This is an optimization exercise on Yosys and OpenROAD, whose aim is small area, not a production implementation. Function was checked by simulation only, so behaviour that the tests miss may differ from the original. No run shown here takes its clock network from TritonCTS; it comes from the design's own scripts or RTL. The clock input has no modelled driver; a real chip could not lean on it and would need a root buffer or a full tree. No activity file was given, so power comes from the tool's default toggle rates.

[config.mk]
export PLATFORM = sky130hd
export DESIGN_NAME = LED_top
export DESIGN_NICKNAME = LED_top
export VERILOG_FILES = /design/flow/design.v
export SDC_FILE = /design/flow/constraint.sdc
export NUM_CORES = 4
export LEC_CHECK = 0
export CAP_MARGIN = 20
export CORE_MARGIN = 2
export CORE_UTILIZATION = 40
export SLEW_MARGIN = 20
[constraint.sdc]
create_clock -name core_clock -period 12.0 [get_ports {clk}]
set_input_delay 2.4000 -clock core_clock [delete_from_list [all_inputs] [get_ports {clk}]]
set_output_delay 2.4000 -clock core_clock [all_outputs]
set_load 0.01 [all_outputs]
[design.v]
module LED_top (
    input clk,
    input rst,
    input btn1in,
    input btn2in,
    input btn3in,
    output A,
    output B,
    output C,
    output D,
    output R0,
    output G0,
    output B0,
    output R1,
    output G1,
    output B1,
    output OE,
    output LAT,
    output clk_shft
);
reg [2:0] p;
always @(posedge clk or posedge rst)
    if (rst) p <= 3'd0;
    else     p <= p + 3'd1;
assign clk_shft = p[2];
wire tick = (p == 3'd3);
reg [2:0] tile;
reg [3:0] cm;
reg [3:0] rm;
wire t6     = tile[2] & tile[1];           
wire t5     = tile[2] & tile[0];
wire cmwrap = cm[3] & cm[0];               
wire xmit   = t6 && (cm[2:0] == 3'd7);
always @(posedge clk or posedge rst)
    if (rst) begin
        tile <= 3'd6;
        cm   <= 4'd8;
        rm   <= 4'd15;
    end else begin
        cm   <= (tick && cmwrap) ? {2'd0, t5, 1'b0} : cm + {3'd0, tick};
        tile <= (tick && cmwrap && t6) ? 3'd0 : tile + {2'd0, tick && cmwrap};
        rm   <= rm + {3'd0, tick && xmit};
    end
assign {D, C, B, A} = rm;
assign OE  = !(t6 && cm[3]);
assign LAT = xmit;
reg [4:0] y;
wire x   = cm[0];
wire y24 = y[4] & y[3];                    
always @(posedge clk or posedge rst)
    if (rst) y <= 5'd0;
    else     y <= (tick && y24) ? 5'd0 : y + {4'd0, tick};
wire h    = (y[0] == x) && (y != 5'd0);
wire h_prev = ((y[0] == x) && (y[4:1] != 4'd0)) || (x && (y == 5'd0));
wire idle0 = cm[3] & rm[2] & tile[2] & tile[1] & (y == 5'd0);
wire gend  = !cm[2] & cm[1] & !cm[0] & rm[3] & !rm[2] & rm[1] & rm[0] & !tile[1]
             & !y[3] & !y[2] & !y[1];
reg gx, R;
always @(posedge clk or posedge rst)
    if (rst) begin
        gx <= 1'b0;
        R  <= 1'b0;
    end else if (tick) begin
        if (gend) gx <= 1'b1;
        R <= idle0 || (R && !y[3]);    
    end
wire ready = R && !y[3];    
wire md    = !idle0;
wire anybtn = btn1in | btn2in | btn3in;
reg [1:0] d;
always @(posedge clk or posedge rst)
    if (rst) d <= 2'd0;
    else if (tick) begin
        d[1] <= (!d[1] && d[0]) || (d[1] && anybtn);
        d[0] <= !d[1] && (d[0] || (md && anybtn));
    end
wire shift = d[1] & d[0];
wire Shift = shift | ready;
reg [8:0] b;
reg ls;
always @(posedge clk or posedge rst)
    if (rst) begin
        b[1:0] <= 2'b01;
        ls     <= 1'b0;
    end else if (tick) begin
        ls <= Shift;
        if (ls) b[1:0] <= {b[0], b[1] ^ h_prev};
    end
always @(posedge clk)
    if (tick && ls) b[8:2] <= b[7:1];
wire blank = gx | R;
wire pix_up, pix_dn;
wire rom_000, rom_001, rom_002, rom_003, rom_004, rom_005, rom_006, rom_007, rom_008, rom_009, rom_010, rom_011, rom_012, rom_013, rom_014, rom_015, rom_016, rom_017, rom_018, rom_019, rom_020, rom_021, rom_022, rom_023, rom_024, rom_025, rom_026, rom_027, rom_028, rom_029, rom_030, rom_031, rom_032, rom_033, rom_034, rom_035, rom_036, rom_037, rom_038, rom_039, rom_040, rom_041, rom_042, rom_043, rom_044, rom_045, rom_046, rom_047, rom_048, rom_049, rom_050, rom_051, rom_052, rom_053, rom_054, rom_055, rom_056, rom_057, rom_058, rom_059, rom_060, rom_061, rom_062, rom_063, rom_064, rom_065, rom_066, rom_067, rom_068, rom_069, rom_070, rom_071, rom_072, rom_073, rom_074, rom_075, rom_076, rom_077, rom_078, rom_079, rom_080, rom_081, rom_082, rom_083, rom_084, rom_085, rom_086, rom_087, rom_088, rom_089, rom_090, rom_091, rom_092, rom_093, rom_094, rom_095, rom_096, rom_097, rom_098, rom_099, rom_100, rom_101, rom_102, rom_103, rom_104, rom_105, rom_106, rom_107, rom_108, rom_109, rom_110, rom_111, rom_112, rom_113, rom_114, rom_115, rom_116, rom_117, rom_118, rom_119, rom_120, rom_121;
assign rom_046 = tile[2] & ~tile[1];
assign rom_047 = ~tile[2] & tile[0];
assign rom_048 = ~tile[2] & tile[1];
assign rom_049 = ~(rom_048 | rom_047);
assign rom_050 = rom_049 & ~rom_046;
assign rom_051 = rom_050 & b[8];
assign rom_052 = rom_046 & tile[0];
assign rom_053 = ~(ls | b[3]);
assign rom_054 = ls & ~b[2];
assign rom_055 = ~(rom_054 | rom_053);
assign rom_056 = rom_055 & rom_052;
assign rom_057 = b[7] & ~tile[1];
assign rom_058 = b[5] & tile[1];
assign rom_059 = ~(rom_058 | rom_057);
assign rom_060 = ~rom_059 & rom_047;
assign rom_061 = b[4] & tile[2];
assign rom_062 = b[6] & tile[1];
assign rom_063 = ~(rom_062 | rom_061);
assign rom_064 = ~(rom_063 | tile[0]);
assign rom_065 = ~(rom_064 | rom_060);
assign rom_066 = rom_065 & ~rom_056;
assign rom_067 = rom_066 & ~rom_051;
assign rom_068 = rom_050 & b[7];
assign rom_069 = ~b[4] & tile[1];
assign rom_070 = ~(b[6] | tile[1]);
assign rom_071 = ~rom_070 & rom_047;
assign rom_072 = rom_071 & ~rom_069;
assign rom_073 = ~(ls | b[2]);
assign rom_074 = ~b[1] & ls;
assign rom_075 = ~(rom_074 | rom_073);
assign rom_076 = rom_075 & rom_052;
assign rom_077 = b[3] & tile[2];
assign rom_078 = ~(rom_077 | rom_058);
assign rom_079 = ~(rom_078 | tile[0]);
assign rom_080 = ~(rom_079 | rom_076);
assign rom_081 = rom_080 & ~rom_072;
assign rom_082 = rom_081 & ~rom_068;
assign rom_083 = ~rom_082 & rom_067;
assign rom_084 = rm[1] & rm[0];
assign rom_085 = ~(cm[3] | cm[0]);
assign rom_086 = rom_085 & ~cm[1];
assign rom_087 = rom_086 & rm[1];
assign rom_088 = ~cm[2] & rm[0];
assign rom_089 = cm[2] & ~rm[0];
assign rom_090 = ~rom_089 & rom_085;
assign rom_091 = rom_090 & ~rom_088;
assign rom_092 = ~(cm[2] | cm[1]);
assign rom_093 = rom_092 & ~cm[3];
assign rom_094 = cm[3] & cm[0];
assign rom_095 = ~(rom_094 | rom_093);
assign rom_096 = rom_095 & ~rom_091;
assign rom_097 = rom_096 & ~rom_087;
assign rom_098 = ~(rm[1] | rm[0]);
assign rom_099 = rom_098 & cm[3];
assign rom_100 = rm[2] & rm[3];
assign rom_101 = rom_100 & ~rom_099;
assign rom_102 = rom_101 & rom_097;
assign rom_103 = rom_102 & ~rom_084;
assign rom_104 = ~rom_103 & rom_083;
assign rom_105 = rom_092 & ~cm[0];
assign rom_106 = cm[0] & rm[0];
assign rom_107 = cm[2] & cm[1];
assign rom_108 = rom_107 & rom_106;
assign rom_109 = ~(rom_108 | cm[3]);
assign rom_110 = rom_109 & ~rom_105;
assign rom_111 = ~(rm[1] | rm[2]);
assign rom_112 = rom_111 & ~rm[3];
assign rom_113 = rom_112 & rom_110;
assign rom_114 = ~(rom_113 | rom_102);
assign rom_115 = ~rom_114 & rom_104;
assign rom_116 = rom_082 & ~rom_067;
assign rom_117 = rom_091 & cm[1];
assign rom_118 = ~(rom_117 | cm[3]);
assign rom_119 = rm[1] & rm[2];
assign rom_120 = ~(rom_119 | rom_111);
assign rom_121 = ~rom_120 & rm[0];
assign rom_000 = ~(rom_121 | rom_098);
assign rom_001 = ~(rom_000 | rom_118);
assign rom_002 = ~(rm[2] | rm[3]);
assign rom_003 = rom_098 & cm[2];
assign rom_004 = cm[1] & rm[2];
assign rom_005 = ~rom_004 & rom_003;
assign rom_006 = ~(rom_100 | rom_098);
assign rom_007 = ~(rom_006 | rom_005);
assign rom_008 = ~(rom_007 | rom_002);
assign rom_009 = rom_008 & ~rom_001;
assign rom_010 = rom_009 & rom_116;
assign rom_011 = ~(rom_010 | rom_115);
assign rom_012 = ~(rom_097 | rm[0]);
assign rom_013 = ~(rom_120 | rom_092);
assign rom_014 = rom_106 & ~rom_093;
assign rom_015 = ~(rom_014 | rom_086);
assign rom_016 = ~(rom_015 | rom_013);
assign rom_017 = ~tile[0] & tile[1];
assign rom_018 = rom_017 & tile[2];
assign rom_019 = ~(rom_018 | blank);
assign rom_020 = rom_019 & ~rom_016;
assign rom_021 = rom_020 & ~rom_012;
assign pix_dn = rom_021 & ~rom_011;
assign rom_022 = rom_098 & ~rm[2];
assign rom_023 = ~(rom_107 | rom_088);
assign rom_024 = ~rom_023 & rom_085;
assign rom_025 = rom_024 & rom_000;
assign rom_026 = rom_003 & ~cm[1];
assign rom_027 = ~(rom_026 | rm[3]);
assign rom_028 = rom_027 & ~rom_025;
assign rom_029 = ~(rom_028 | rom_022);
assign rom_030 = rom_106 & ~rom_097;
assign rom_031 = rom_120 & rm[0];
assign rom_032 = ~(rom_031 | rom_110);
assign rom_033 = ~(rom_032 | rom_022);
assign rom_034 = rom_033 & ~rom_030;
assign rom_035 = ~cm[1] & cm[0];
assign rom_036 = rom_035 & rom_095;
assign rom_037 = ~(rom_036 | rom_034);
assign rom_038 = ~(rom_037 | rom_029);
assign rom_039 = ~(rom_038 | rom_083);
assign rom_040 = ~rm[2] & rm[3];
assign rom_041 = rom_040 & rom_084;
assign rom_042 = rom_041 & rom_110;
assign rom_043 = ~rom_042 & rom_104;
assign rom_044 = rom_019 & ~rom_116;
assign rom_045 = rom_044 & ~rom_043;
assign pix_up = rom_045 & ~rom_039;
reg U, L;
always @(posedge clk or posedge rst)
    if (rst) begin
        U <= 1'b0;
        L <= 1'b0;
    end else if (tick) begin
        U <= pix_up;
        L <= pix_dn;
    end
wire top_band = rm[3] & (rm[2] | rm[1]);                     
wire low_band = rm[3] ? (rm[2] & (rm[1] | rm[0]))            
                      : !(rm[2] & (rm[1] | rm[0]));          
assign R0 = U & top_band;
assign G0 = U & top_band;
assign B0 = U & !top_band;
assign R1 = L;
assign G1 = L & low_band;
assign B1 = L & !low_band;
endmodule
[flow/run.sh]
#!/bin/bash
# Own layout flow: the standard flow (standard.sh) with three changes:
#  - synthesis maps with an area-oriented ABC script (flow/abc_area.script,
#    selected by ABC_AREA=1); everything else in synthesis is unchanged, so
#    the registers are those of the standard synthesis;
#  - port buffers are sky130_fd_sc_hd__buf_1 (the ports carry light loads);
#  - the clock tree is three clkbuf_8, each driving a third of the flip-flops
#    (flow/manual_cts.tcl, in place of clock_tree_synthesis).
set -euo pipefail
here=$(pwd)
rm -rf "$here/scripts_own"
cp -r "$FLOW_HOME/scripts" "$here/scripts_own"
cp "$here/flow/abc_area.script" "$here/scripts_own/abc_area.script"
# clock tree: flow/manual_cts.tcl in place of clock_tree_synthesis
sed -i 's|^log_cmd clock_tree_synthesis {\*}\$cts_args$|source $::env(MANUAL_CTS_TCL)|' "$here/scripts_own/cts.tcl"
grep -q MANUAL_CTS_TCL "$here/scripts_own/cts.tcl"
bash "$here/standard.sh" \
    "SCRIPTS_DIR=$here/scripts_own" \
    ABC_AREA=1 \
    "BUFFER_PORTS_ARGS=-buffer_cell sky130_fd_sc_hd__buf_1" \
    "MANUAL_CTS_TCL=$here/flow/manual_cts.tcl" \
    finish > "$here/flow_make.log" 2>&1
[flow/abc_area.script]
strash
dch
amap
topo
[flow/manual_cts.tcl]
# Clock tree: the clock port drives cts_nbuf buffers (cts_cell), each driving the
# flip-flops of one vertical strip of the core (split by x at equal counts),
# placed at the centre of its flip-flops. detailed_placement in cts.tcl then
# legalizes them.
set cts_cell sky130_fd_sc_hd__clkbuf_8
set cts_nbuf 3
set block [ord::get_db_block]
set dbu [$block getDbUnitsPerMicron]
set loads {}
foreach p [get_pins -of_objects [get_nets clk] -filter "direction==input"] {
  set loc [[[sta::sta_to_db_pin $p] getInst] getLocation]
  lappend loads [list [lindex $loc 0] [lindex $loc 1] $p]
}
set loads [lsort -real -index 0 $loads]
set m [llength $loads]
for {set i 0} {$i < $cts_nbuf} {incr i} {
  set grp [lrange $loads [expr {$i * $m / $cts_nbuf}] [expr {($i + 1) * $m / $cts_nbuf - 1}]]
  set sx 0
  set sy 0
  set pins {}
  foreach g $grp {
    set sx [expr {$sx + [lindex $g 0]}]
    set sy [expr {$sy + [lindex $g 1]}]
    lappend pins [lindex $g 2]
  }
  set cx [expr {$sx / [llength $grp] / double($dbu)}]
  set cy [expr {$sy / [llength $grp] / double($dbu)}]
  insert_buffer -buffer_cell $cts_cell -net clk -load_pins $pins -location [list $cx $cy]
}
puts "manual clock tree: $cts_nbuf x $cts_cell for $m clock pins"
[standard.sh]
#!/bin/bash
# synth_recipe.tcl (not shown) runs the flow's synth.tcl, then flattens the netlist and writes it again
# the make line also repeats each setting of config.mk as NAME=value (left out here)
make -C /OpenROAD-flow-scripts/flow DESIGN_CONFIG=/design/flow/config.mk WORK_HOME=/design/flow/orfs CLKGATE_MAP_FILE= SYNTH_SCRIPT=/design/flow/synth_recipe.tcl "${@:-finish}"
==> results of run 1 <==
-- critical path: cells and delay by family (launching register included) --
family          cells  cell delay [ps]
flops               1              630
buf+inv             2              330
simple gates        3              390
compound gates      1              220
-- power breakdown --
group | switching [mW] | internal (mW)
sequential | 0.00221 | 0.124
clock | 0.0316 | 0.0230
combinational | 0.00428 | 0.00249
total | 0.0381 | 0.149
-- metrics by stage --
| step | cell area, sq um | total power, mW | std cells | worst slack, ps |
|---|---|---|---|---|
| 2_1_floorplan | 1880 | 0.133 | 206 | 8080 |
| 3_3_place_gp | 2010 | 0.135 | 274 | 8130 |
| 3_5_place_dp | 2010 | 0.136 | 274 | 8080 |
| 4_1_cts | 2050 | 0.176 | 277 | 8080 |
| 5_1_grt | 2050 | 0.195 | 277 | 7740 |
| 6_report | 2050 | 0.188 | 277 | 7900 |
-- state kept, by name, summed over array words and instances (netlist names) --
name	flops
ls	1
y	5
cm	4
U	1
p	3
d	2
R	1
tile	3
gx	1
rm	4
b	9
L	1
-- area by class of cell, without the clock buffers --
type	count	area [sq um]
Fill cell	430	2400
Inverter	27	101
Multi-Input combinational cell	143	855
Sequential cell	35	921
Tap cell	52	65.1
Timing Repair Buffer	17	63.8
-- metal layers --
metal	vias to the layer above	routed length [um]	global-route usage, %
li1	782	-	-
met1	697	1920	22.6
met2	43	1740	25.4
met3	4	177	1.24
met4	0	43	1.44
met5	-	0	0
-- worst paths after layout --
path | to | start | slack [ps] | depth (start not counted)
min in group asynchronous | y[2] | rst | 2290 | 2
min reg2reg | p[0] | p[0] | 450 | 1
max in group asynchronous | b[1] | rst | 9310 | 2
max reg2reg | tile[2] | p[0] | 9330 | 8
min | p[0] | p[0] | 450 | 1
max | G1 | rm[2] | 7900 | 6
-- kinds of logic (layout without fill, tap and decap cells) --
group,count (synthesis),count (layout),share of synthesized area [%]
AO/OA/AOI/OAI,57,57,20.4
adder cells (fa/ha/maj),12,12,7.97
buffers and inverters,28,47,5.78
flip-flops,35,35,48.9
AND/OR/NAND/NOR,74,74,17.0
-- cells in the mapped netlist (2+ instances only) --
cell,number,area share [%]
o21a_1,3,1.2
ha_1,12,8.0
dfrtp_1,20,27
o21ai_0,10,2.7
edfxtp_1,7,11
a211oi_1,5,2.0
nor3_1,9,2.4
nand3_1,4,1.1
nor2_1,35,7.0
a21oi_1,10,2.7
nor2b_1,7,2.3
o22ai_1,5,1.7
nand2_1,16,3.2
a31oi_1,4,1.3
clkinv_1,27,5.4
dfstp_2,8,11
a22oi_1,8,3.2
nor4_1,2,0.66
==> impl_metrics.ini, run 1 <==
[outcome]
status = no timing/DRC/antenna violations

[timing]
setup_violations = 0
slew_viol_final = 0
rsz0062_at_grt = no
fin_crit_ps = 4100
max_freq_mhz = 244
tns_ps = 0
worst_pin_slew_ps = 799
slew_headroom_pct = 46.0
hold_viol = 0
whs_ps = 449
fin_skew_ps = 15.3
fin_crit_sh_pct = 34.2

[floorplanning]
std_cell_rows = 24
io_pins = 18
core_sq_um = 4440
die_w_um = 72.6
die-area_sq_um = 5280
die_height_um = 72.6
initial_utilization_pct = 42.4

[critical_path]
critical_path_arrival_ps = 1700
startpoint_type = register
crit_path_end_kind = output port
critPathSlowestCell = dfstp_2
critPathKind = reg2out
cp_slowest_stage_delay_ps = 630
crit_top_cell = nor2_1
path_max_fanout = 8
critPathRequiredTime_ps = 9600
worstPathCellList = clkinv_1, nor2_1, nor2_1, a22oi_1, nor2b_1, buf_1

[cells_and_area]
final_common_cell = nor2_1
drive_above_1_share_pct = 5.33
final_net_count = 244
syn2layout_area_growth_pct = 8.63
num_antenna_cells = 0
layout_common_cells = nor2_1, clkinv_1, dfrtp_1, buf_1, nand2_1
utilization_pct = 46.1

[route]
drt-initial-drc-count = 123
antenna_left = 0
vias_per_cell = 5.51
drc_errors = 0
first_pass_iters = 4
wirelength_um = 3880
vias = 1526
wl_per_cell_um = 14.0

[cts]
ctsHoldBuffers = 0
insertion_delay_ps = 150
post-cts-setup-buffer-count = 0
cts_resized = 0
clk_pin_slew_ps = 90

[logic_synthesis]
synth_fp_nets = 223
synth.distinct_cells = 32
yosysWarnings = 1
ys_seq_area_share_pct = 48.9
synth_seq_cells = 35
synth-main-ff-cell = dfrtp_1
synth_area_per_cell_sq_um = 9.15
syn_area_sq_um = 1880
synth_edf_count = 7
synthArstFlopShare_pct = 80.0
syn_inst = 206

[global_routing]
grt_max_degree = 29
antenna_found_initial = 0
grt_pass1_wl_um = 6660
grt.total_usage_pct = 15.2
grt_pass1_vias = 1433
overflow = 0

[worst_hold_path]
hold_class = reg2reg

[power_and_ir_drop]
ir_drop_uv = 115
leakage_nw = 0.793
power_density_nw_per_um2 = 91.6

[place]
place_congestion = 0.923
port_buffers = 17
dpl.hpwl_um = 2900

[flow_run]
drv_cap = 0
==> inputs of run 2 (changes only) <==
==> design.v (replaced) <==
module LED_top (
    input clk,
    input rst,
    input btn1in,
    input btn2in,
    input btn3in,
    output A,
    output B,
    output C,
    output D,
    output R0,
    output G0,
    output B0,
    output R1,
    output G1,
    output B1,
    output OE,
    output LAT,
    output clk_shft
);
reg [2:0] p;
always @(posedge clk or posedge rst)
    if (rst) p <= 3'd0;
    else     p <= p + 3'd1;
assign clk_shft = p[2];
wire tick = (p == 3'd3);
reg [2:0] tile;
reg [3:0] cm;
reg [3:0] rm;
wire t6     = tile[2] & tile[1];           
wire t5     = tile[2] & tile[0];
wire cmwrap = cm[3] & cm[0];               
wire xmit   = t6 && (cm[2:0] == 3'd7);
always @(posedge clk or posedge rst)
    if (rst) begin
        tile <= 3'd6;
        cm   <= 4'd8;
        rm   <= 4'd15;
    end else begin
        cm   <= (tick && cmwrap) ? {2'd0, t5, 1'b0} : cm + {3'd0, tick};
        tile <= (tick && cmwrap && t6) ? 3'd0 : tile + {2'd0, tick && cmwrap};
        rm   <= rm + {3'd0, tick && xmit};
    end
assign {D, C, B, A} = rm;
assign OE  = !(t6 && cm[3]);
assign LAT = xmit;
reg [4:0] y;
wire x   = cm[0];
wire y24 = y[4] & y[3];                    
always @(posedge clk or posedge rst)
    if (rst) y <= 5'd0;
    else     y <= (tick && y24) ? 5'd0 : y + {4'd0, tick};
wire h    = (y[0] == x) && (y != 5'd0);
wire h_prev = ((y[0] == x) && (y[4:1] != 4'd0)) || (x && (y == 5'd0));
wire idle0 = cm[3] & rm[2] & tile[2] & tile[1] & (y == 5'd0);
wire gend  = !cm[2] & cm[1] & !cm[0] & rm[3] & !rm[2] & rm[1] & rm[0] & !tile[1]
             & !y[3] & !y[2] & !y[1];
reg gx, R;
always @(posedge clk or posedge rst)
    if (rst) begin
        gx <= 1'b0;
        R  <= 1'b0;
    end else if (tick) begin
        if (gend) gx <= 1'b1;
        R <= idle0 || (R && !y[3]);    
    end
wire ready = R && !y[3];    
wire md    = !idle0;
wire anybtn = btn1in | btn2in | btn3in;
reg [1:0] d;
always @(posedge clk or posedge rst)
    if (rst) d <= 2'd0;
    else if (tick) begin
        d[1] <= (!d[1] && d[0]) || (d[1] && anybtn);
        d[0] <= !d[1] && (d[0] || (md && anybtn));
    end
wire shift = d[1] & d[0];
wire Shift = shift | ready;
reg [8:0] b;
reg ls;
always @(posedge clk or posedge rst)
    if (rst) begin
        b[1:0] <= 2'b01;
        ls     <= 1'b0;
    end else if (tick) begin
        ls <= Shift;
        if (ls) b[1:0] <= {b[0], b[1] ^ h_prev};
    end
always @(posedge clk)
    if (tick && ls) b[8:2] <= b[7:1];
wire blank = gx | R;
wire pix_up, pix_dn;
wire rom_000, rom_001, rom_002, rom_003, rom_004, rom_005, rom_006, rom_007, rom_008, rom_009, rom_010, rom_011, rom_012, rom_013, rom_014, rom_015, rom_016, rom_017, rom_018, rom_019, rom_020, rom_021, rom_022, rom_023, rom_024, rom_025, rom_026, rom_027, rom_028, rom_029, rom_030, rom_031, rom_032, rom_033, rom_034, rom_035, rom_036, rom_037, rom_038, rom_039, rom_040, rom_041, rom_042, rom_043, rom_044, rom_045, rom_046, rom_047, rom_048, rom_049, rom_050, rom_051, rom_052, rom_053, rom_054, rom_055, rom_056, rom_057, rom_058, rom_059, rom_060, rom_061, rom_062, rom_063, rom_064, rom_065, rom_066, rom_067, rom_068, rom_069, rom_070, rom_071, rom_072, rom_073, rom_074, rom_075, rom_076, rom_077, rom_078, rom_079, rom_080, rom_081, rom_082, rom_083, rom_084, rom_085, rom_086, rom_087, rom_088, rom_089, rom_090, rom_091, rom_092, rom_093, rom_094, rom_095, rom_096, rom_097, rom_098, rom_099, rom_100, rom_101, rom_102, rom_103, rom_104, rom_105, rom_106, rom_107, rom_108, rom_109, rom_110, rom_111, rom_112, rom_113, rom_114, rom_115, rom_116;
assign rom_041 = b[7] & ~tile[1];
assign rom_042 = b[5] & tile[1];
assign rom_043 = ~(rom_042 | tile[2]);
assign rom_044 = rom_043 & ~rom_041;
assign rom_045 = ls & b[2];
assign rom_046 = ~ls & b[3];
assign rom_047 = ~tile[1] & tile[2];
assign rom_048 = rom_047 & ~rom_046;
assign rom_049 = rom_048 & ~rom_045;
assign rom_050 = ~(rom_049 | rom_044);
assign rom_051 = ~rom_050 & tile[0];
assign rom_052 = ~(tile[0] | tile[1]);
assign rom_053 = ~(rom_052 | tile[2]);
assign rom_054 = ~(rom_047 | b[8]);
assign rom_055 = rom_054 & ~rom_053;
assign rom_056 = ~tile[0] & tile[1];
assign rom_057 = rom_056 & ~b[6];
assign rom_058 = ~tile[0] & tile[2];
assign rom_059 = rom_058 & ~b[4];
assign rom_060 = ~(rom_059 | rom_057);
assign rom_061 = rom_060 & ~rom_055;
assign rom_062 = rom_061 & ~rom_051;
assign rom_063 = ~(rom_044 | tile[0]);
assign rom_064 = ~(b[6] | tile[1]);
assign rom_065 = ~b[4] & tile[1];
assign rom_066 = ~rom_065 & tile[0];
assign rom_067 = rom_066 & ~rom_064;
assign rom_068 = ~(rom_067 | tile[2]);
assign rom_069 = b[1] & ls;
assign rom_070 = ~ls & b[2];
assign rom_071 = ~rom_070 & rom_047;
assign rom_072 = rom_071 & ~rom_069;
assign rom_073 = ~(rom_072 | rom_068);
assign rom_074 = ~(rom_073 | rom_063);
assign rom_075 = tile[1] & tile[2];
assign rom_076 = rom_075 & ~b[7];
assign rom_077 = rom_058 & ~b[3];
assign rom_078 = ~(rom_077 | rom_076);
assign rom_079 = rom_078 & ~rom_074;
assign rom_080 = rom_079 & ~rom_062;
assign rom_081 = cm[3] & ~cm[0];
assign rom_082 = ~(rm[0] | rm[1]);
assign rom_083 = rm[2] & rm[3];
assign rom_084 = rom_083 & ~rom_082;
assign rom_085 = rom_084 & rom_081;
assign rom_086 = ~(cm[1] | cm[2]);
assign rom_087 = rom_086 & ~cm[0];
assign rom_088 = ~(rom_087 | cm[3]);
assign rom_089 = ~rom_086 & cm[0];
assign rom_090 = ~cm[1] & rm[1];
assign rom_091 = ~rom_090 & cm[2];
assign rom_092 = ~(rom_091 | rm[0]);
assign rom_093 = rom_092 & ~rom_089;
assign rom_094 = ~rom_093 & rom_088;
assign rom_095 = cm[0] & cm[2];
assign rom_096 = ~rom_095 & rm[0];
assign rom_097 = cm[0] & ~cm[1];
assign rom_098 = ~(rom_097 | rom_096);
assign rom_099 = rom_098 & rm[0];
assign rom_100 = rm[0] & rm[3];
assign rom_101 = ~rom_100 & rm[1];
assign rom_102 = rm[1] & ~rm[2];
assign rom_103 = ~(rm[2] | rm[3]);
assign rom_104 = ~(rom_103 | rom_102);
assign rom_105 = ~(rom_104 | rom_101);
assign rom_106 = rom_105 & ~rom_099;
assign rom_107 = rom_096 & cm[2];
assign rom_108 = ~rom_086 & rom_083;
assign rom_109 = rom_108 & ~rom_107;
assign rom_110 = ~(rom_109 | rom_106);
assign rom_111 = ~rom_110 & rom_094;
assign rom_112 = ~(rom_111 | rom_085);
assign rom_113 = rom_112 & rom_080;
assign rom_114 = rom_075 & ~tile[0];
assign rom_115 = ~(rom_114 | blank);
assign rom_116 = rom_115 & ~rom_113;
assign rom_000 = rm[0] & rm[1];
assign rom_001 = ~rom_000 & rm[2];
assign rom_002 = ~(rom_001 | rom_102);
assign rom_003 = rom_002 & rom_080;
assign rom_004 = ~rom_079 & rom_062;
assign rom_005 = cm[2] & rm[1];
assign rom_006 = ~(rom_005 | rm[0]);
assign rom_007 = ~cm[1] & cm[2];
assign rom_008 = ~(rom_007 | rom_089);
assign rom_009 = rom_008 & ~rom_006;
assign rom_010 = ~rom_009 & rom_088;
assign rom_011 = ~rom_002 & rm[0];
assign rom_012 = rom_011 & rom_010;
assign rom_013 = ~rom_002 & rom_081;
assign rom_014 = ~(rom_013 | rom_094);
assign rom_015 = rom_107 & cm[1];
assign rom_016 = rom_015 & rom_002;
assign rom_017 = cm[2] & ~rm[2];
assign rom_018 = ~rom_097 & rom_082;
assign rom_019 = rom_018 & ~rom_017;
assign rom_020 = ~(rom_103 | rom_084);
assign rom_021 = rom_020 & ~rom_019;
assign rom_022 = rom_021 & ~rom_016;
assign rom_023 = rom_022 & ~rom_014;
assign rom_024 = rom_023 & ~rom_012;
assign rom_025 = rom_024 & rom_004;
assign rom_026 = ~(rom_025 | rom_003);
assign pix_dn = ~rom_026 & rom_116;
assign rom_027 = ~(rom_086 | cm[3]);
assign rom_028 = rom_027 & ~rom_100;
assign rom_029 = rom_028 & ~rom_098;
assign rom_030 = rom_029 & ~rom_080;
assign rom_031 = ~rom_030 & rom_002;
assign rom_032 = rom_081 & rm[0];
assign rom_033 = ~(rom_032 | rom_010);
assign rom_034 = rom_007 & rom_082;
assign rom_035 = ~(rom_034 | rm[3]);
assign rom_036 = rom_035 & ~rom_033;
assign rom_037 = ~(rom_036 | rom_002);
assign rom_038 = rom_037 & ~rom_080;
assign rom_039 = ~(rom_038 | rom_004);
assign rom_040 = rom_039 & rom_116;
assign pix_up = rom_040 & ~rom_031;
reg U, L;
always @(posedge clk or posedge rst)
    if (rst) begin
        U <= 1'b0;
        L <= 1'b0;
    end else if (tick) begin
        U <= pix_up;
        L <= pix_dn;
    end
wire top_band = rm[3] & (rm[2] | rm[1]);                     
wire low_band = rm[3] ? (rm[2] & (rm[1] | rm[0]))            
                      : !(rm[2] & (rm[1] | rm[0]));          
assign R0 = U & top_band;
assign G0 = U & top_band;
assign B0 = U & !top_band;
assign R1 = L;
assign G1 = L & low_band;
assign B1 = L & !low_band;
endmodule
==> run 2 against run 1 <==
Still clean on timing, DRC and antenna. Clock power fell by 4.8%. Final area fell by 1.7%. Synthesized cell count fell by 2.9%. Critical endpoint is now LAT. Largest cell class unchanged.
==> impl_metrics.ini, run 2 <==
[outcome]
status = no timing/DRC/antenna violations

[global_routing]
antenna_found_initial = 0
grt_pass1_vias = 1346
grt.total_usage_pct = 14.8
grt_pass1_wl_um = 6400
overflow = 0
grt_max_degree = 29

[route]
antenna_left = 0
drc_errors = 0
drt-initial-drc-count = 87
vias_per_cell = 5.66
first_pass_iters = 4
wirelength_um = 3750
vias = 1534
wl_per_cell_um = 13.8

[critical_path]
crit_path_end_kind = output port
critPathKind = reg2out
r2r-start = p[0]
reg2reg_slack_ps = 9230
startpoint_type = register
critical_path_arrival_ps = 1620
critPathRequiredTime_ps = 9600
worstRegToRegCells = 8
path_max_fanout = 6
r2r-end = tile[2]

[logic_synthesis]
synthArstFlopShare_pct = 80.0
syn_area_sq_um = 1850
syn_inst = 200
synth_area_per_cell_sq_um = 9.25
synth_edf_count = 7
synth_fp_nets = 215
synth.distinct_cells = 32
post-synth-top-count-cell = nor2_1
synth_area_leaders = dfrtp_1, dfstp_2, edfxtp_1
synth_top_area_cell = dfrtp_1
yosysWarnings = 1
ys_seq_area_share_pct = 49.8
synth_top_area_share_pct = 27.0
synth_seq_cells = 35
synthTopCellsByCount = nor2_1, clkinv_1, dfrtp_1
synth-main-ff-cell = dfrtp_1

[cells_and_area]
layout_common_cells = nor2_1, clkinv_1, dfrtp_1, nand2_1, buf_1
top_register = b
top_regs = b: 9 flops, y: 5 flops
fin_cells = 271
final_common_cell = nor2_1
regArea_sq_um = 921
num_antenna_cells = 0
multi_input_area_sq_um = 821
syn2layout_area_growth_pct = 8.79
drive_above_1_share_pct = 5.48
largest_register_ffs = 9
final_net_count = 236
nFillCells = 435

[worst_hold_path]
hold_class = reg2reg
hold_depth = 1
hold_end = p[0]
min-delay-start = p[0]

[power_and_ir_drop]
swShare_pct = 18.8
leakage_nw = 0.747
ir_drop_uv = 89.8
p_total_mw = 0.183
clkPwrFrac_pct = 28.4
seqPwrFrac_pct = 68.5
pwr-share-comb_pct = 3.1
power_density_nw_per_um2 = 90.8
p_sw_mw = 0.0344
internal_power_mw = 0.148

[floorplanning]
initial_utilization_pct = 41.9
die-area_sq_um = 5190
io_pins = 18
std_cell_rows = 24
core_sq_um = 4410
die_height_um = 72.0
die_w_um = 72.0

[timing]
rsz0062_at_grt = no
fin_skew_ps = 7.05
fin_crit_sh_pct = 33.5
max_freq_mhz = 249
finalWorstSetupSlack_ps = 7980
hold_viol = 0
slew_viol_final = 0
whs_ps = 464
worst_pin_slew_ps = 740
slew_headroom_pct = 50.5
tns_ps = 0
fin_crit_ps = 4020
setup_violations = 0

[place]
place_congestion = 0.860
dpl.hpwl_um = 2860
dp.cells = 268
dp_slack_ps = 8140
port_buffers = 17

[cts]
clk_pin_slew_ps = 70
cts_resized = 0
post-cts-setup-buffer-count = 0
ctsHoldBuffers = 0
insertion_delay_ps = 140

[flow_run]
drv_cap = 0
[run 2: logic make-up (layout without fill, tap and decap cells)]
logic type                 Yosys count  in the layout  synth area share (%)
buffers and inverters               28             47                  5.88
adders and majority gates           10             10                  6.76
AOI/OAI and AO/OA                   54             54                  20.0
DFF                                 35             35                  49.8
and+or+nand+nor                     73             73                  17.6
[run 2: how the worst max path moves through the flow]
stage	from	end	slack, ps	depth (start not counted)
5_1_grt	rm[2]	G1	7840	6
2_1_floorplan	rm[3]	R0	8260	3
3_3_place_gp	tile[1]	LAT	8180	5
3_5_place_dp	tile[1]	LAT	8140	5
6_report	tile[1]	LAT	7980	5
4_1_cts	tile[1]	LAT	8140	5
[run 2: stage by stage]
stage	instance area, sq um	utilization [%]
floorplan	1850	-
global placement	1970	44.7
detailed placement	1970	44.7
CTS	2010	45.6
global route	2010	45.6
finish	2010	45.6
[run 2: critical path, stage by stage (launching register included)]
cell,delay [ps]
dfstp_2,590
clkinv_1,150
nor2_1,190
clkinv_1,180
nor3_1,200
buf_1,180
[run 2: final cells by class, without the clock buffers]
class	instances	share of cell area, %
flip-flops and latches	35	45.7
multi-input cells	137	40.8
inverters	27	5.03
well taps	52	3.23
repair buffers	17	3.17
[run 2: power by group through the flow]
| stage | Clock (mW) | Combinational [mW] | Sequential (mW) |
|---|---|---|---|
| 3_3_place_gp | 0 | 0.00579 | 0.127 |
| 2_1_floorplan | 0 | 0.00429 | 0.127 |
| 4_1_cts | 0.0402 | 0.00599 | 0.128 |
| 6_report | 0.0519 | 0.00570 | 0.125 |
| 3_5_place_dp | 0 | 0.00598 | 0.128 |
| 5_1_grt | 0.0578 | 0.00689 | 0.126 |
[run 2: layer usage]
metal	global-route usage [%]	vias up	share of wire (%)	routed length [um]
met4	2.10	0	1.7	63
met5	0	-	0	0
met2	22.9	40	44	1640
li1	-	768	-	-
met3	0.972	8	4.8	180
met1	23.4	718	50	1870
==> inputs of run 3 (changes only) <==
--- a/design.v
+++ b/design.v
@@ -48,13 +48,12 @@
 wire x   = cm[0];
 wire y24 = y[4] & y[3];                    
 always @(posedge clk or posedge rst)
-    if (rst) y <= 5'd0;
+    if (rst) y <= 5'd24;
     else     y <= (tick && y24) ? 5'd0 : y + {4'd0, tick};
-wire h    = (y[0] == x) && (y != 5'd0);
-wire h_prev = ((y[0] == x) && (y[4:1] != 4'd0)) || (x && (y == 5'd0));
-wire idle0 = cm[3] & rm[2] & tile[2] & tile[1] & (y == 5'd0);
-wire gend  = !cm[2] & cm[1] & !cm[0] & rm[3] & !rm[2] & rm[1] & rm[0] & !tile[1]
-             & !y[3] & !y[2] & !y[1];
+wire h_prev = (y[0] != x) && (y != 5'd0);
+wire idle0 = cm[3] & rm[2] & tile[2] & tile[1] & y24;
+wire gend  = !cm[2] & cm[1] & !cm[0] & rm[3] & rm[1] & rm[0] & !tile[1] & y24;
+wire y7 = y[2] & y[1] & y[0];             
 reg gx, R;
 always @(posedge clk or posedge rst)
     if (rst) begin
@@ -62,9 +61,9 @@
         R  <= 1'b0;
     end else if (tick) begin
         if (gend) gx <= 1'b1;
-        R <= idle0 || (R && !y[3]);    
-    end
-wire ready = R && !y[3];    
+        R <= idle0 || (R && !y7);    
+    end
+wire ready = R && !y7;    
 wire md    = !idle0;
 wire anybtn = btn1in | btn2in | btn3in;
 reg [1:0] d;
--- a/flow/run.sh
+++ b/flow/run.sh
@@ -1,6 +1,7 @@
 #!/bin/bash
 # Own layout flow: the standard flow (standard.sh) with three changes:
-#  - synthesis maps with an area-oriented ABC script (flow/abc_area.script,
+#  - synthesis maps with an area-oriented ABC script (flow/abc_area.script:
+#    a fixed number of &deepsyn iterations, then dch and amap;
 #    selected by ABC_AREA=1); everything else in synthesis is unchanged, so
 #    the registers are those of the standard synthesis;
 #  - port buffers are sky130_fd_sc_hd__buf_1 (the ports carry light loads);
==> flow/abc_area.script (replaced) <==
strash
&get -n
&deepsyn -I 10 -J 50
&put
dch
amap
topo
==> run 3 against run 2 <==
Final area shrank 0.62%. Sequential cell count is the same. Die area is 0.64% lower. Largest power group unchanged.
==> impl_metrics.ini, run 3 <==
[place]
place_congestion = 0.878
dp.cells = 261
port_buffers = 17
dpl.hpwl_um = 2910

[global_routing]
grt.total_usage_pct = 15.8
grt_max_degree = 29
grt_pass1_wl_um = 6600
overflow = 0
antenna_found_initial = 0
grt_pass1_vias = 1411

[cells_and_area]
utilization_pct = 45.6
layout_common_cells = clkinv_1, nor2_1, dfrtp_1, buf_1
drive_above_1_share_pct = 6.60
largest_register_ffs = 9
final_net_count = 229
nFillCells = 436
num_antenna_cells = 0
top_register = b
syn2layout_area_growth_pct = 8.85
fin_cells = 264
top_regs = b: 9 flops, y: 5 flops

[cts]
clk_pin_slew_ps = 80
insertion_delay_ps = 140
cts_resized = 0
post-cts-setup-buffer-count = 0
ctsHoldBuffers = 0

[logic_synthesis]
synth_top_area_share_pct = 24.5
synth-main-ff-cell = dfrtp_1
synth.distinct_cells = 36
synth_fp_nets = 208
synth_area_per_cell_sq_um = 9.52
synth_area_leaders = dfrtp_1, dfstp_2, edfxtp_1
syn_area_sq_um = 1840
yosysWarnings = 1
post-synth-top-count-cell = clkinv_1
synthTopCellsByCount = clkinv_1, nor2_1, dfrtp_1
synthArstFlopShare_pct = 80.0
synth_seq_cells = 35
synth_top_area_cell = dfrtp_1
ys_seq_area_share_pct = 50.2
syn_inst = 193
synth_edf_count = 7

[route]
wl_met1_um = 1880
wl_per_cell_um = 14.5
routed-wl-met2_um = 1750
vias_per_cell = 5.55
vias = 1466
dr.max_layer_used = met4
drc_errors = 0
antenna_left = 0
first_pass_iters = 4
dr_wl_met3_um = 105
wirelength_um = 3840
drt-initial-drc-count = 159

[timing]
fin_skew_ps = 9.78
hold_viol = 0
slew_viol_final = 0
slew_headroom_pct = 52.0
worst_pin_slew_ps = 717
tns_ps = 0
max_freq_mhz = 250
rsz0062_at_grt = no
setup_violations = 0
fin_crit_sh_pct = 33.3
fin_crit_ps = 4000

[floorplanning]
std_cell_rows = 24
die-area_sq_um = 5150
io_pins = 18
core_sq_um = 4380
die_w_um = 71.8
initial_utilization_pct = 41.9
die_height_um = 71.8

[outcome]
status = no timing/DRC/antenna violations

[critical_path]
path_max_fanout = 6
critPathKind = reg2out
startpoint_type = register
critical_path_arrival_ps = 1600
crit_path_end_kind = output port
critPathRequiredTime_ps = 9600

[power_and_ir_drop]
ir_drop_uv = 73.1
power_density_nw_per_um2 = 91.5
leakage_nw = 0.731
p_total_mw = 0.183

[worst_hold_path]
hold_class = reg2reg

[flow_run]
drv_cap = 0
==> run 3: changes by cell type in the layout (fill, tap and decap cells not counted), moves of 3 or more <==
cell	change
nand2_1	-7
nor4_1	-3
a221oi_1	+3
o21ai_0	-3
o22a_1	+3
o21a_1	+3
==> run 3: routing by layer <==
layer	GRT usage, %	vias up
met5	0	-
met4	3.98	0
met2	25.8	28
met3	0.703	8
li1	-	743
met1	23.1	687
==> run 3: worst paths after layout <==
path,startpoint,end,slack [ps],cells after the start
max,rm[2],B1,8000,7
min,p[0],p[0],460,1
max reg2reg,p[0],tile[2],9290,8
min reg2reg,p[0],p[0],460,1
max in group asynchronous,rst,y[0],9300,2
min in group asynchronous,rst,U,2300,2
==> run 3: cells by family after synthesis <==
group,synth area share [%]
buffers and inverters,6.13
AND/OR/NAND/NOR,15.0
adder cells (fa/ha/maj),6.81
flip-flops,50.2
AO/OA/AOI/OAI,21.9
==> run 3: stage by stage <==
step / hold slack [ps] / setup WS [ps] / cell area, sq um
floorplan: 427 / 8310 / 1840
global placement: 446 / 8230 / 1960
detailed placement: 452 / 8190 / 1960
CTS: 453 / 8180 / 2000
global route: 481 / 7850 / 2000
finish: 460 / 8000 / 2000
==> run 3: final cells by class, without the clock buffers <==
| cell class | count | area [sq um] | area share (%) |
|---|---|---|---|
| Sequential cell | 35 | 923 | 46.2 |
| Multi-Input combinational cell | 129 | 802 | 40.1 |
| Inverter | 28 | 105 | 5.25 |
| Tap cell | 52 | 65.1 | 3.25 |
| Timing Repair Buffer | 17 | 63.8 | 3.19 |
==> run 3: worst max-delay path, cell delays in order (launching register included) <==
cell	delay (ps)
dfstp_2	590
clkinv_1	160
nor2_1	170
nand2_1	80
o21ai_0	110
a21oi_1	90
nor2b_1	140
buf_1	120
==> run 3: where the power goes <==
group | internal [mW] | total [mW] | switching [mW]
logic | 0.00173 | 0.00498 | 0.00325
clock network | 0.0229 | 0.0529 | 0.0300
registers | 0.123 | 0.125 | 0.00168
==> inputs of run 4 (changes only) <==
--- a/design.v
+++ b/design.v
@@ -30,29 +30,28 @@
 wire t6     = tile[2] & tile[1];           
 wire t5     = tile[2] & tile[0];
 wire cmwrap = cm[3] & cm[0];               
-wire xmit   = t6 && (cm[2:0] == 3'd7);
+wire pre_x  = t6 && cm[2] && cm[1] && !cm[0];    
 always @(posedge clk or posedge rst)
     if (rst) begin
         tile <= 3'd6;
-        cm   <= 4'd8;
+        cm   <= 4'd7;
         rm   <= 4'd15;
     end else begin
         cm   <= (tick && cmwrap) ? {2'd0, t5, 1'b0} : cm + {3'd0, tick};
         tile <= (tick && cmwrap && t6) ? 3'd0 : tile + {2'd0, tick && cmwrap};
-        rm   <= rm + {3'd0, tick && xmit};
+        rm   <= rm + {3'd0, tick && pre_x};
     end
 assign {D, C, B, A} = rm;
-assign OE  = !(t6 && cm[3]);
-assign LAT = xmit;
+assign OE  = !(t6 && ((cm[3] && !cm[0]) || (cm[2] && cm[1] && cm[0])));
+assign LAT = pre_x;
 reg [4:0] y;
-wire x   = cm[0];
 wire y24 = y[4] & y[3];                    
 always @(posedge clk or posedge rst)
-    if (rst) y <= 5'd24;
+    if (rst) y <= 5'd23;
     else     y <= (tick && y24) ? 5'd0 : y + {4'd0, tick};
-wire h_prev = (y[0] != x) && (y != 5'd0);
-wire idle0 = cm[3] & rm[2] & tile[2] & tile[1] & y24;
-wire gend  = !cm[2] & cm[1] & !cm[0] & rm[3] & rm[1] & rm[0] & !tile[1] & y24;
+wire h_pp = (y[0] != cm[0]) && (y != 5'd0);
+wire idle0 = rm[3] & rm[2] & rm[0] & tile[2] & tile[1] & y[4] & y[2];
+wire gend  = rm[3] & !rm[2] & rm[1] & rm[0] & tile[2] & !cm[2] & !cm[0] & y24;
 wire y7 = y[2] & y[1] & y[0];             
 reg gx, R;
 always @(posedge clk or posedge rst)
@@ -61,9 +60,9 @@
         R  <= 1'b0;
     end else if (tick) begin
         if (gend) gx <= 1'b1;
-        R <= idle0 || (R && !y7);    
-    end
-wire ready = R && !y7;    
+        R <= idle0 || (R && !y7);
+    end
+wire ready = R && !(y[2] && y[1]);        
 wire md    = !idle0;
 wire anybtn = btn1in | btn2in | btn3in;
 reg [1:0] d;
@@ -76,14 +75,16 @@
 wire shift = d[1] & d[0];
 wire Shift = shift | ready;
 reg [8:0] b;
-reg ls;
+reg ls1, ls;
 always @(posedge clk or posedge rst)
     if (rst) begin
         b[1:0] <= 2'b01;
+        ls1    <= 1'b0;
         ls     <= 1'b0;
     end else if (tick) begin
-        ls <= Shift;
-        if (ls) b[1:0] <= {b[0], b[1] ^ h_prev};
+        ls1 <= Shift;
+        ls  <= ls1;
+        if (ls) b[1:0] <= {b[0], b[1] ^ h_pp};
     end
 always @(posedge clk)
     if (tick && ls) b[8:2] <= b[7:1];
@@ -209,15 +210,8 @@
 assign rom_039 = ~(rom_038 | rom_004);
 assign rom_040 = rom_039 & rom_116;
 assign pix_up = rom_040 & ~rom_031;
-reg U, L;
-always @(posedge clk or posedge rst)
-    if (rst) begin
-        U <= 1'b0;
-        L <= 1'b0;
-    end else if (tick) begin
-        U <= pix_up;
-        L <= pix_dn;
-    end
+wire U = pix_up;
+wire L = pix_dn;
 wire top_band = rm[3] & (rm[2] | rm[1]);                     
 wire low_band = rm[3] ? (rm[2] & (rm[1] | rm[0]))            
                       : !(rm[2] & (rm[1] | rm[0]));          
--- a/flow/run.sh
+++ b/flow/run.sh
@@ -1,7 +1,7 @@
 #!/bin/bash
 # Own layout flow: the standard flow (standard.sh) with three changes:
 #  - synthesis maps with an area-oriented ABC script (flow/abc_area.script:
-#    a fixed number of &deepsyn iterations, then dch and amap;
+#    a fixed number of &deepsyn iterations, then dch -f and amap;
 #    selected by ABC_AREA=1); everything else in synthesis is unchanged, so
 #    the registers are those of the standard synthesis;
 #  - port buffers are sky130_fd_sc_hd__buf_1 (the ports carry light loads);
==> flow/abc_area.script (replaced) <==
strash
&get -n
&deepsyn -I 10 -J 50
&put
dch -f
amap
topo
==> run 4 against run 3 <==
Still clean on timing, DRC and antenna. Via count is 0.34% lower. Clock skew grew 6.1 ps. Setup slack got worse by 1200 ps. Global-route usage decreased by 1.2 points. First-iteration DRC count shrank 18%. Cell count is 3.8% higher. Sequential cell count is 1 lower. Register-to-register slack better by 450 ps. Critical path depth grew 3. Largest cell class unchanged. Highest routed layer unchanged.
==> impl_metrics.ini, run 4 <==
[outcome]
status = no timing/DRC/antenna violations

[power_and_ir_drop]
leakage_nw = 0.775
ir_drop_uv = 82.5
seqPwrFrac_pct = 67.5
power_density_nw_per_um2 = 90.8
pwr-share-comb_pct = 3.6
p_sw_mw = 0.0352
clkPwrFrac_pct = 29.0
internal_power_mw = 0.146
swShare_pct = 19.4

[logic_synthesis]
syn_area_sq_um = 1830
synth-main-ff-cell = dfstp_2
syn_inst = 203
synth_top_area_share_pct = 20.1
synthTopCellsByCount = clkinv_1, nor2_1, nand2_1
synthArstFlopShare_pct = 79.4
ys_seq_area_share_pct = 49.2
synth_area_per_cell_sq_um = 9.04
synth.distinct_cells = 32
synth_seq_cells = 34
post-synth-top-count-cell = clkinv_1
synth_fp_nets = 218
yosysWarnings = 1
synth_top_area_cell = dfstp_2
synth_edf_count = 7
synth_area_leaders = dfstp_2, dfrtp_1, edfxtp_1

[floorplanning]
initial_utilization_pct = 41.8
core_sq_um = 4380
die_height_um = 71.7
io_pins = 18
die-area_sq_um = 5140
std_cell_rows = 24
die_w_um = 71.7

[timing]
slew_viol_final = 0
setup_violations = 0
slew_headroom_pct = 51.2
fin_skew_ps = 15.9
max_freq_mhz = 191
tns_ps = 0
fin_crit_sh_pct = 43.6
worst_pin_slew_ps = 730
hold_viol = 0
rsz0062_at_grt = no
fin_crit_ps = 5230

[critical_path]
startpoint_type = register
crit_path_end_kind = output port
path_max_fanout = 10
critPathKind = reg2out
critical_path_arrival_ps = 2830
critPathRequiredTime_ps = 9600

[flow_run]
drv_cap = 0

[global_routing]
overflow = 0
grt_pass1_wl_um = 6270
grt_max_degree = 28
grt.total_usage_pct = 14.6
antenna_found_initial = 0
grt_pass1_vias = 1363

[cells_and_area]
largest_register_ffs = 9
multi_input_area_sq_um = 800
final_net_count = 239
num_antenna_cells = 0
layout_common_cells = clkinv_1, nor2_1, nand2_1, buf_1, o21ai_0
nFillCells = 434
finalInstanceArea_sq_um = 2000
final_common_cell = clkinv_1
drive_above_1_share_pct = 8.11
utilization_pct = 45.5
syn2layout_area_growth_pct = 8.87
top_register = b
regArea_sq_um = 903
top_regs = b: 9 flops, y: 5 flops

[cts]
insertion_delay_ps = 150
ctsHoldBuffers = 0
cts_resized = 0
clk_pin_slew_ps = 90
post-cts-setup-buffer-count = 0

[route]
wl_per_cell_um = 13.0
drt-initial-drc-count = 130
vias_per_cell = 5.33
wirelength_um = 3550
first_pass_iters = 5
antenna_left = 0
vias = 1461
drc_errors = 0

[place]
dpl.hpwl_um = 2740
placed_area_sq_um = 1960
place_congestion = 0.905
port_buffers = 17

[worst_hold_path]
hold_class = reg2reg
run 4: cell types whose count changed after synthesis, sizes merged, moves of 5 or more:
cell | previous run | this run
a21oi | 11 | 3
clkinv | 28 | 33
dfrtp | 18 | 13
nand2 | 11 | 19
o21ai | 9 | 16
o22ai | 3 | 8
run 4: cell type report, without the clock buffers:
type                            instances  share of cell area [%]
Tap cell                               52                    3.26
Inverter                               33                    6.20
Timing Repair Buffer                   17                    3.20
Multi-Input combinational cell        135                    40.0
Sequential cell                        34                    45.2
run 4: power by group through the flow:
stage	logic, mW	registers, mW	clock network (mW)
2_1_floorplan	0.00499	0.124	0
3_3_place_gp	0.00649	0.124	0
5_1_grt	0.00769	0.123	0.0602
4_1_cts	0.00663	0.124	0.0396
3_5_place_dp	0.00660	0.124	0
6_report	0.00646	0.122	0.0525
run 4: routing by layer:
layer  global-route usage [%]  routed length (um)  vias to the layer above
met4                     2.52                  66                        0
met3                     1.13                 139                        6
met5                        0                   0                        -
met2                     23.9                1540                       33
li1                         -                   -                      760
met1                     21.6                1800                      662
run 4: cell families after synthesis:
group           share of synthesized area, %
fa+ha+maj                               6.82
flops                                   49.2
simple gates                            17.3
buf+inv                                 7.16
compound gates                          19.5
run 4: metrics by stage:
step | worst slack [ps] | cells | total power, mW | hold WS, ps
after floorplan | 7110 | 203 | 0.129 | 427
after global placement | 6880 | 271 | 0.131 | 444
after detailed placement | 6960 | 271 | 0.131 | 444
after CTS | 6960 | 274 | 0.171 | 444
after global routing | 6490 | 274 | 0.191 | 486
final | 6770 | 274 | 0.181 | 449
run 4: critical path: stages, from the launching register on:
cell      delay (ps)
dfstp_2          650
clkinv_1         180
o32ai_1          660
clkinv_1         150
o221a_1          270
nor2_1           130
a22oi_1           80
nor2_1           190
clkinv_1         100
nor2b_1          110
buf_1            150
run 4: final timing paths:
check | startpoint | endpoint | slack, ps | cells past startpoint
worst max-delay path | rm[2] | G1 | 6770 | 10
worst min-delay path | p[0] | p[0] | 450 | 1
worst max register to register | p[0] | b[1] | 9740 | 6
worst min register to register | p[0] | p[0] | 450 | 1
max in group asynchronous | rst | y[2] | 9330 | 2
min in group asynchronous | rst | gx | 2280 | 2

## what the ideal ports hide
No port has a modelled driver above. Below, the same layouts with a new extraction and two added sets of constraints. Step 1 assumes that a clkbuf_16 drives the clock port and a buf_2 every other input. Step 2, shift: input delay + t, output delay - t, t = (earliest + latest rising clock arrival at the registers) / 2. This alone moves slack from input paths to output paths. Slacks: ideal / step 1 / step 2; pairs: ideal / step 1.
run | t (ns) | setup slack, ns | worst slew at a driven data input, ns
run 1 | 0.180 | 7.897 / 7.856 / 8.036 | 0.03
run 2 | 0.179 | 7.976 / 7.934 / 8.114 | 0.03
run 3 | 0.179 | 8.005 / 7.964 / 8.143 | 0.03
run 4 | 0.180 | 6.768 / 6.726 / 6.906 | 0.03
After both steps setup and hold are still met in every run listed.
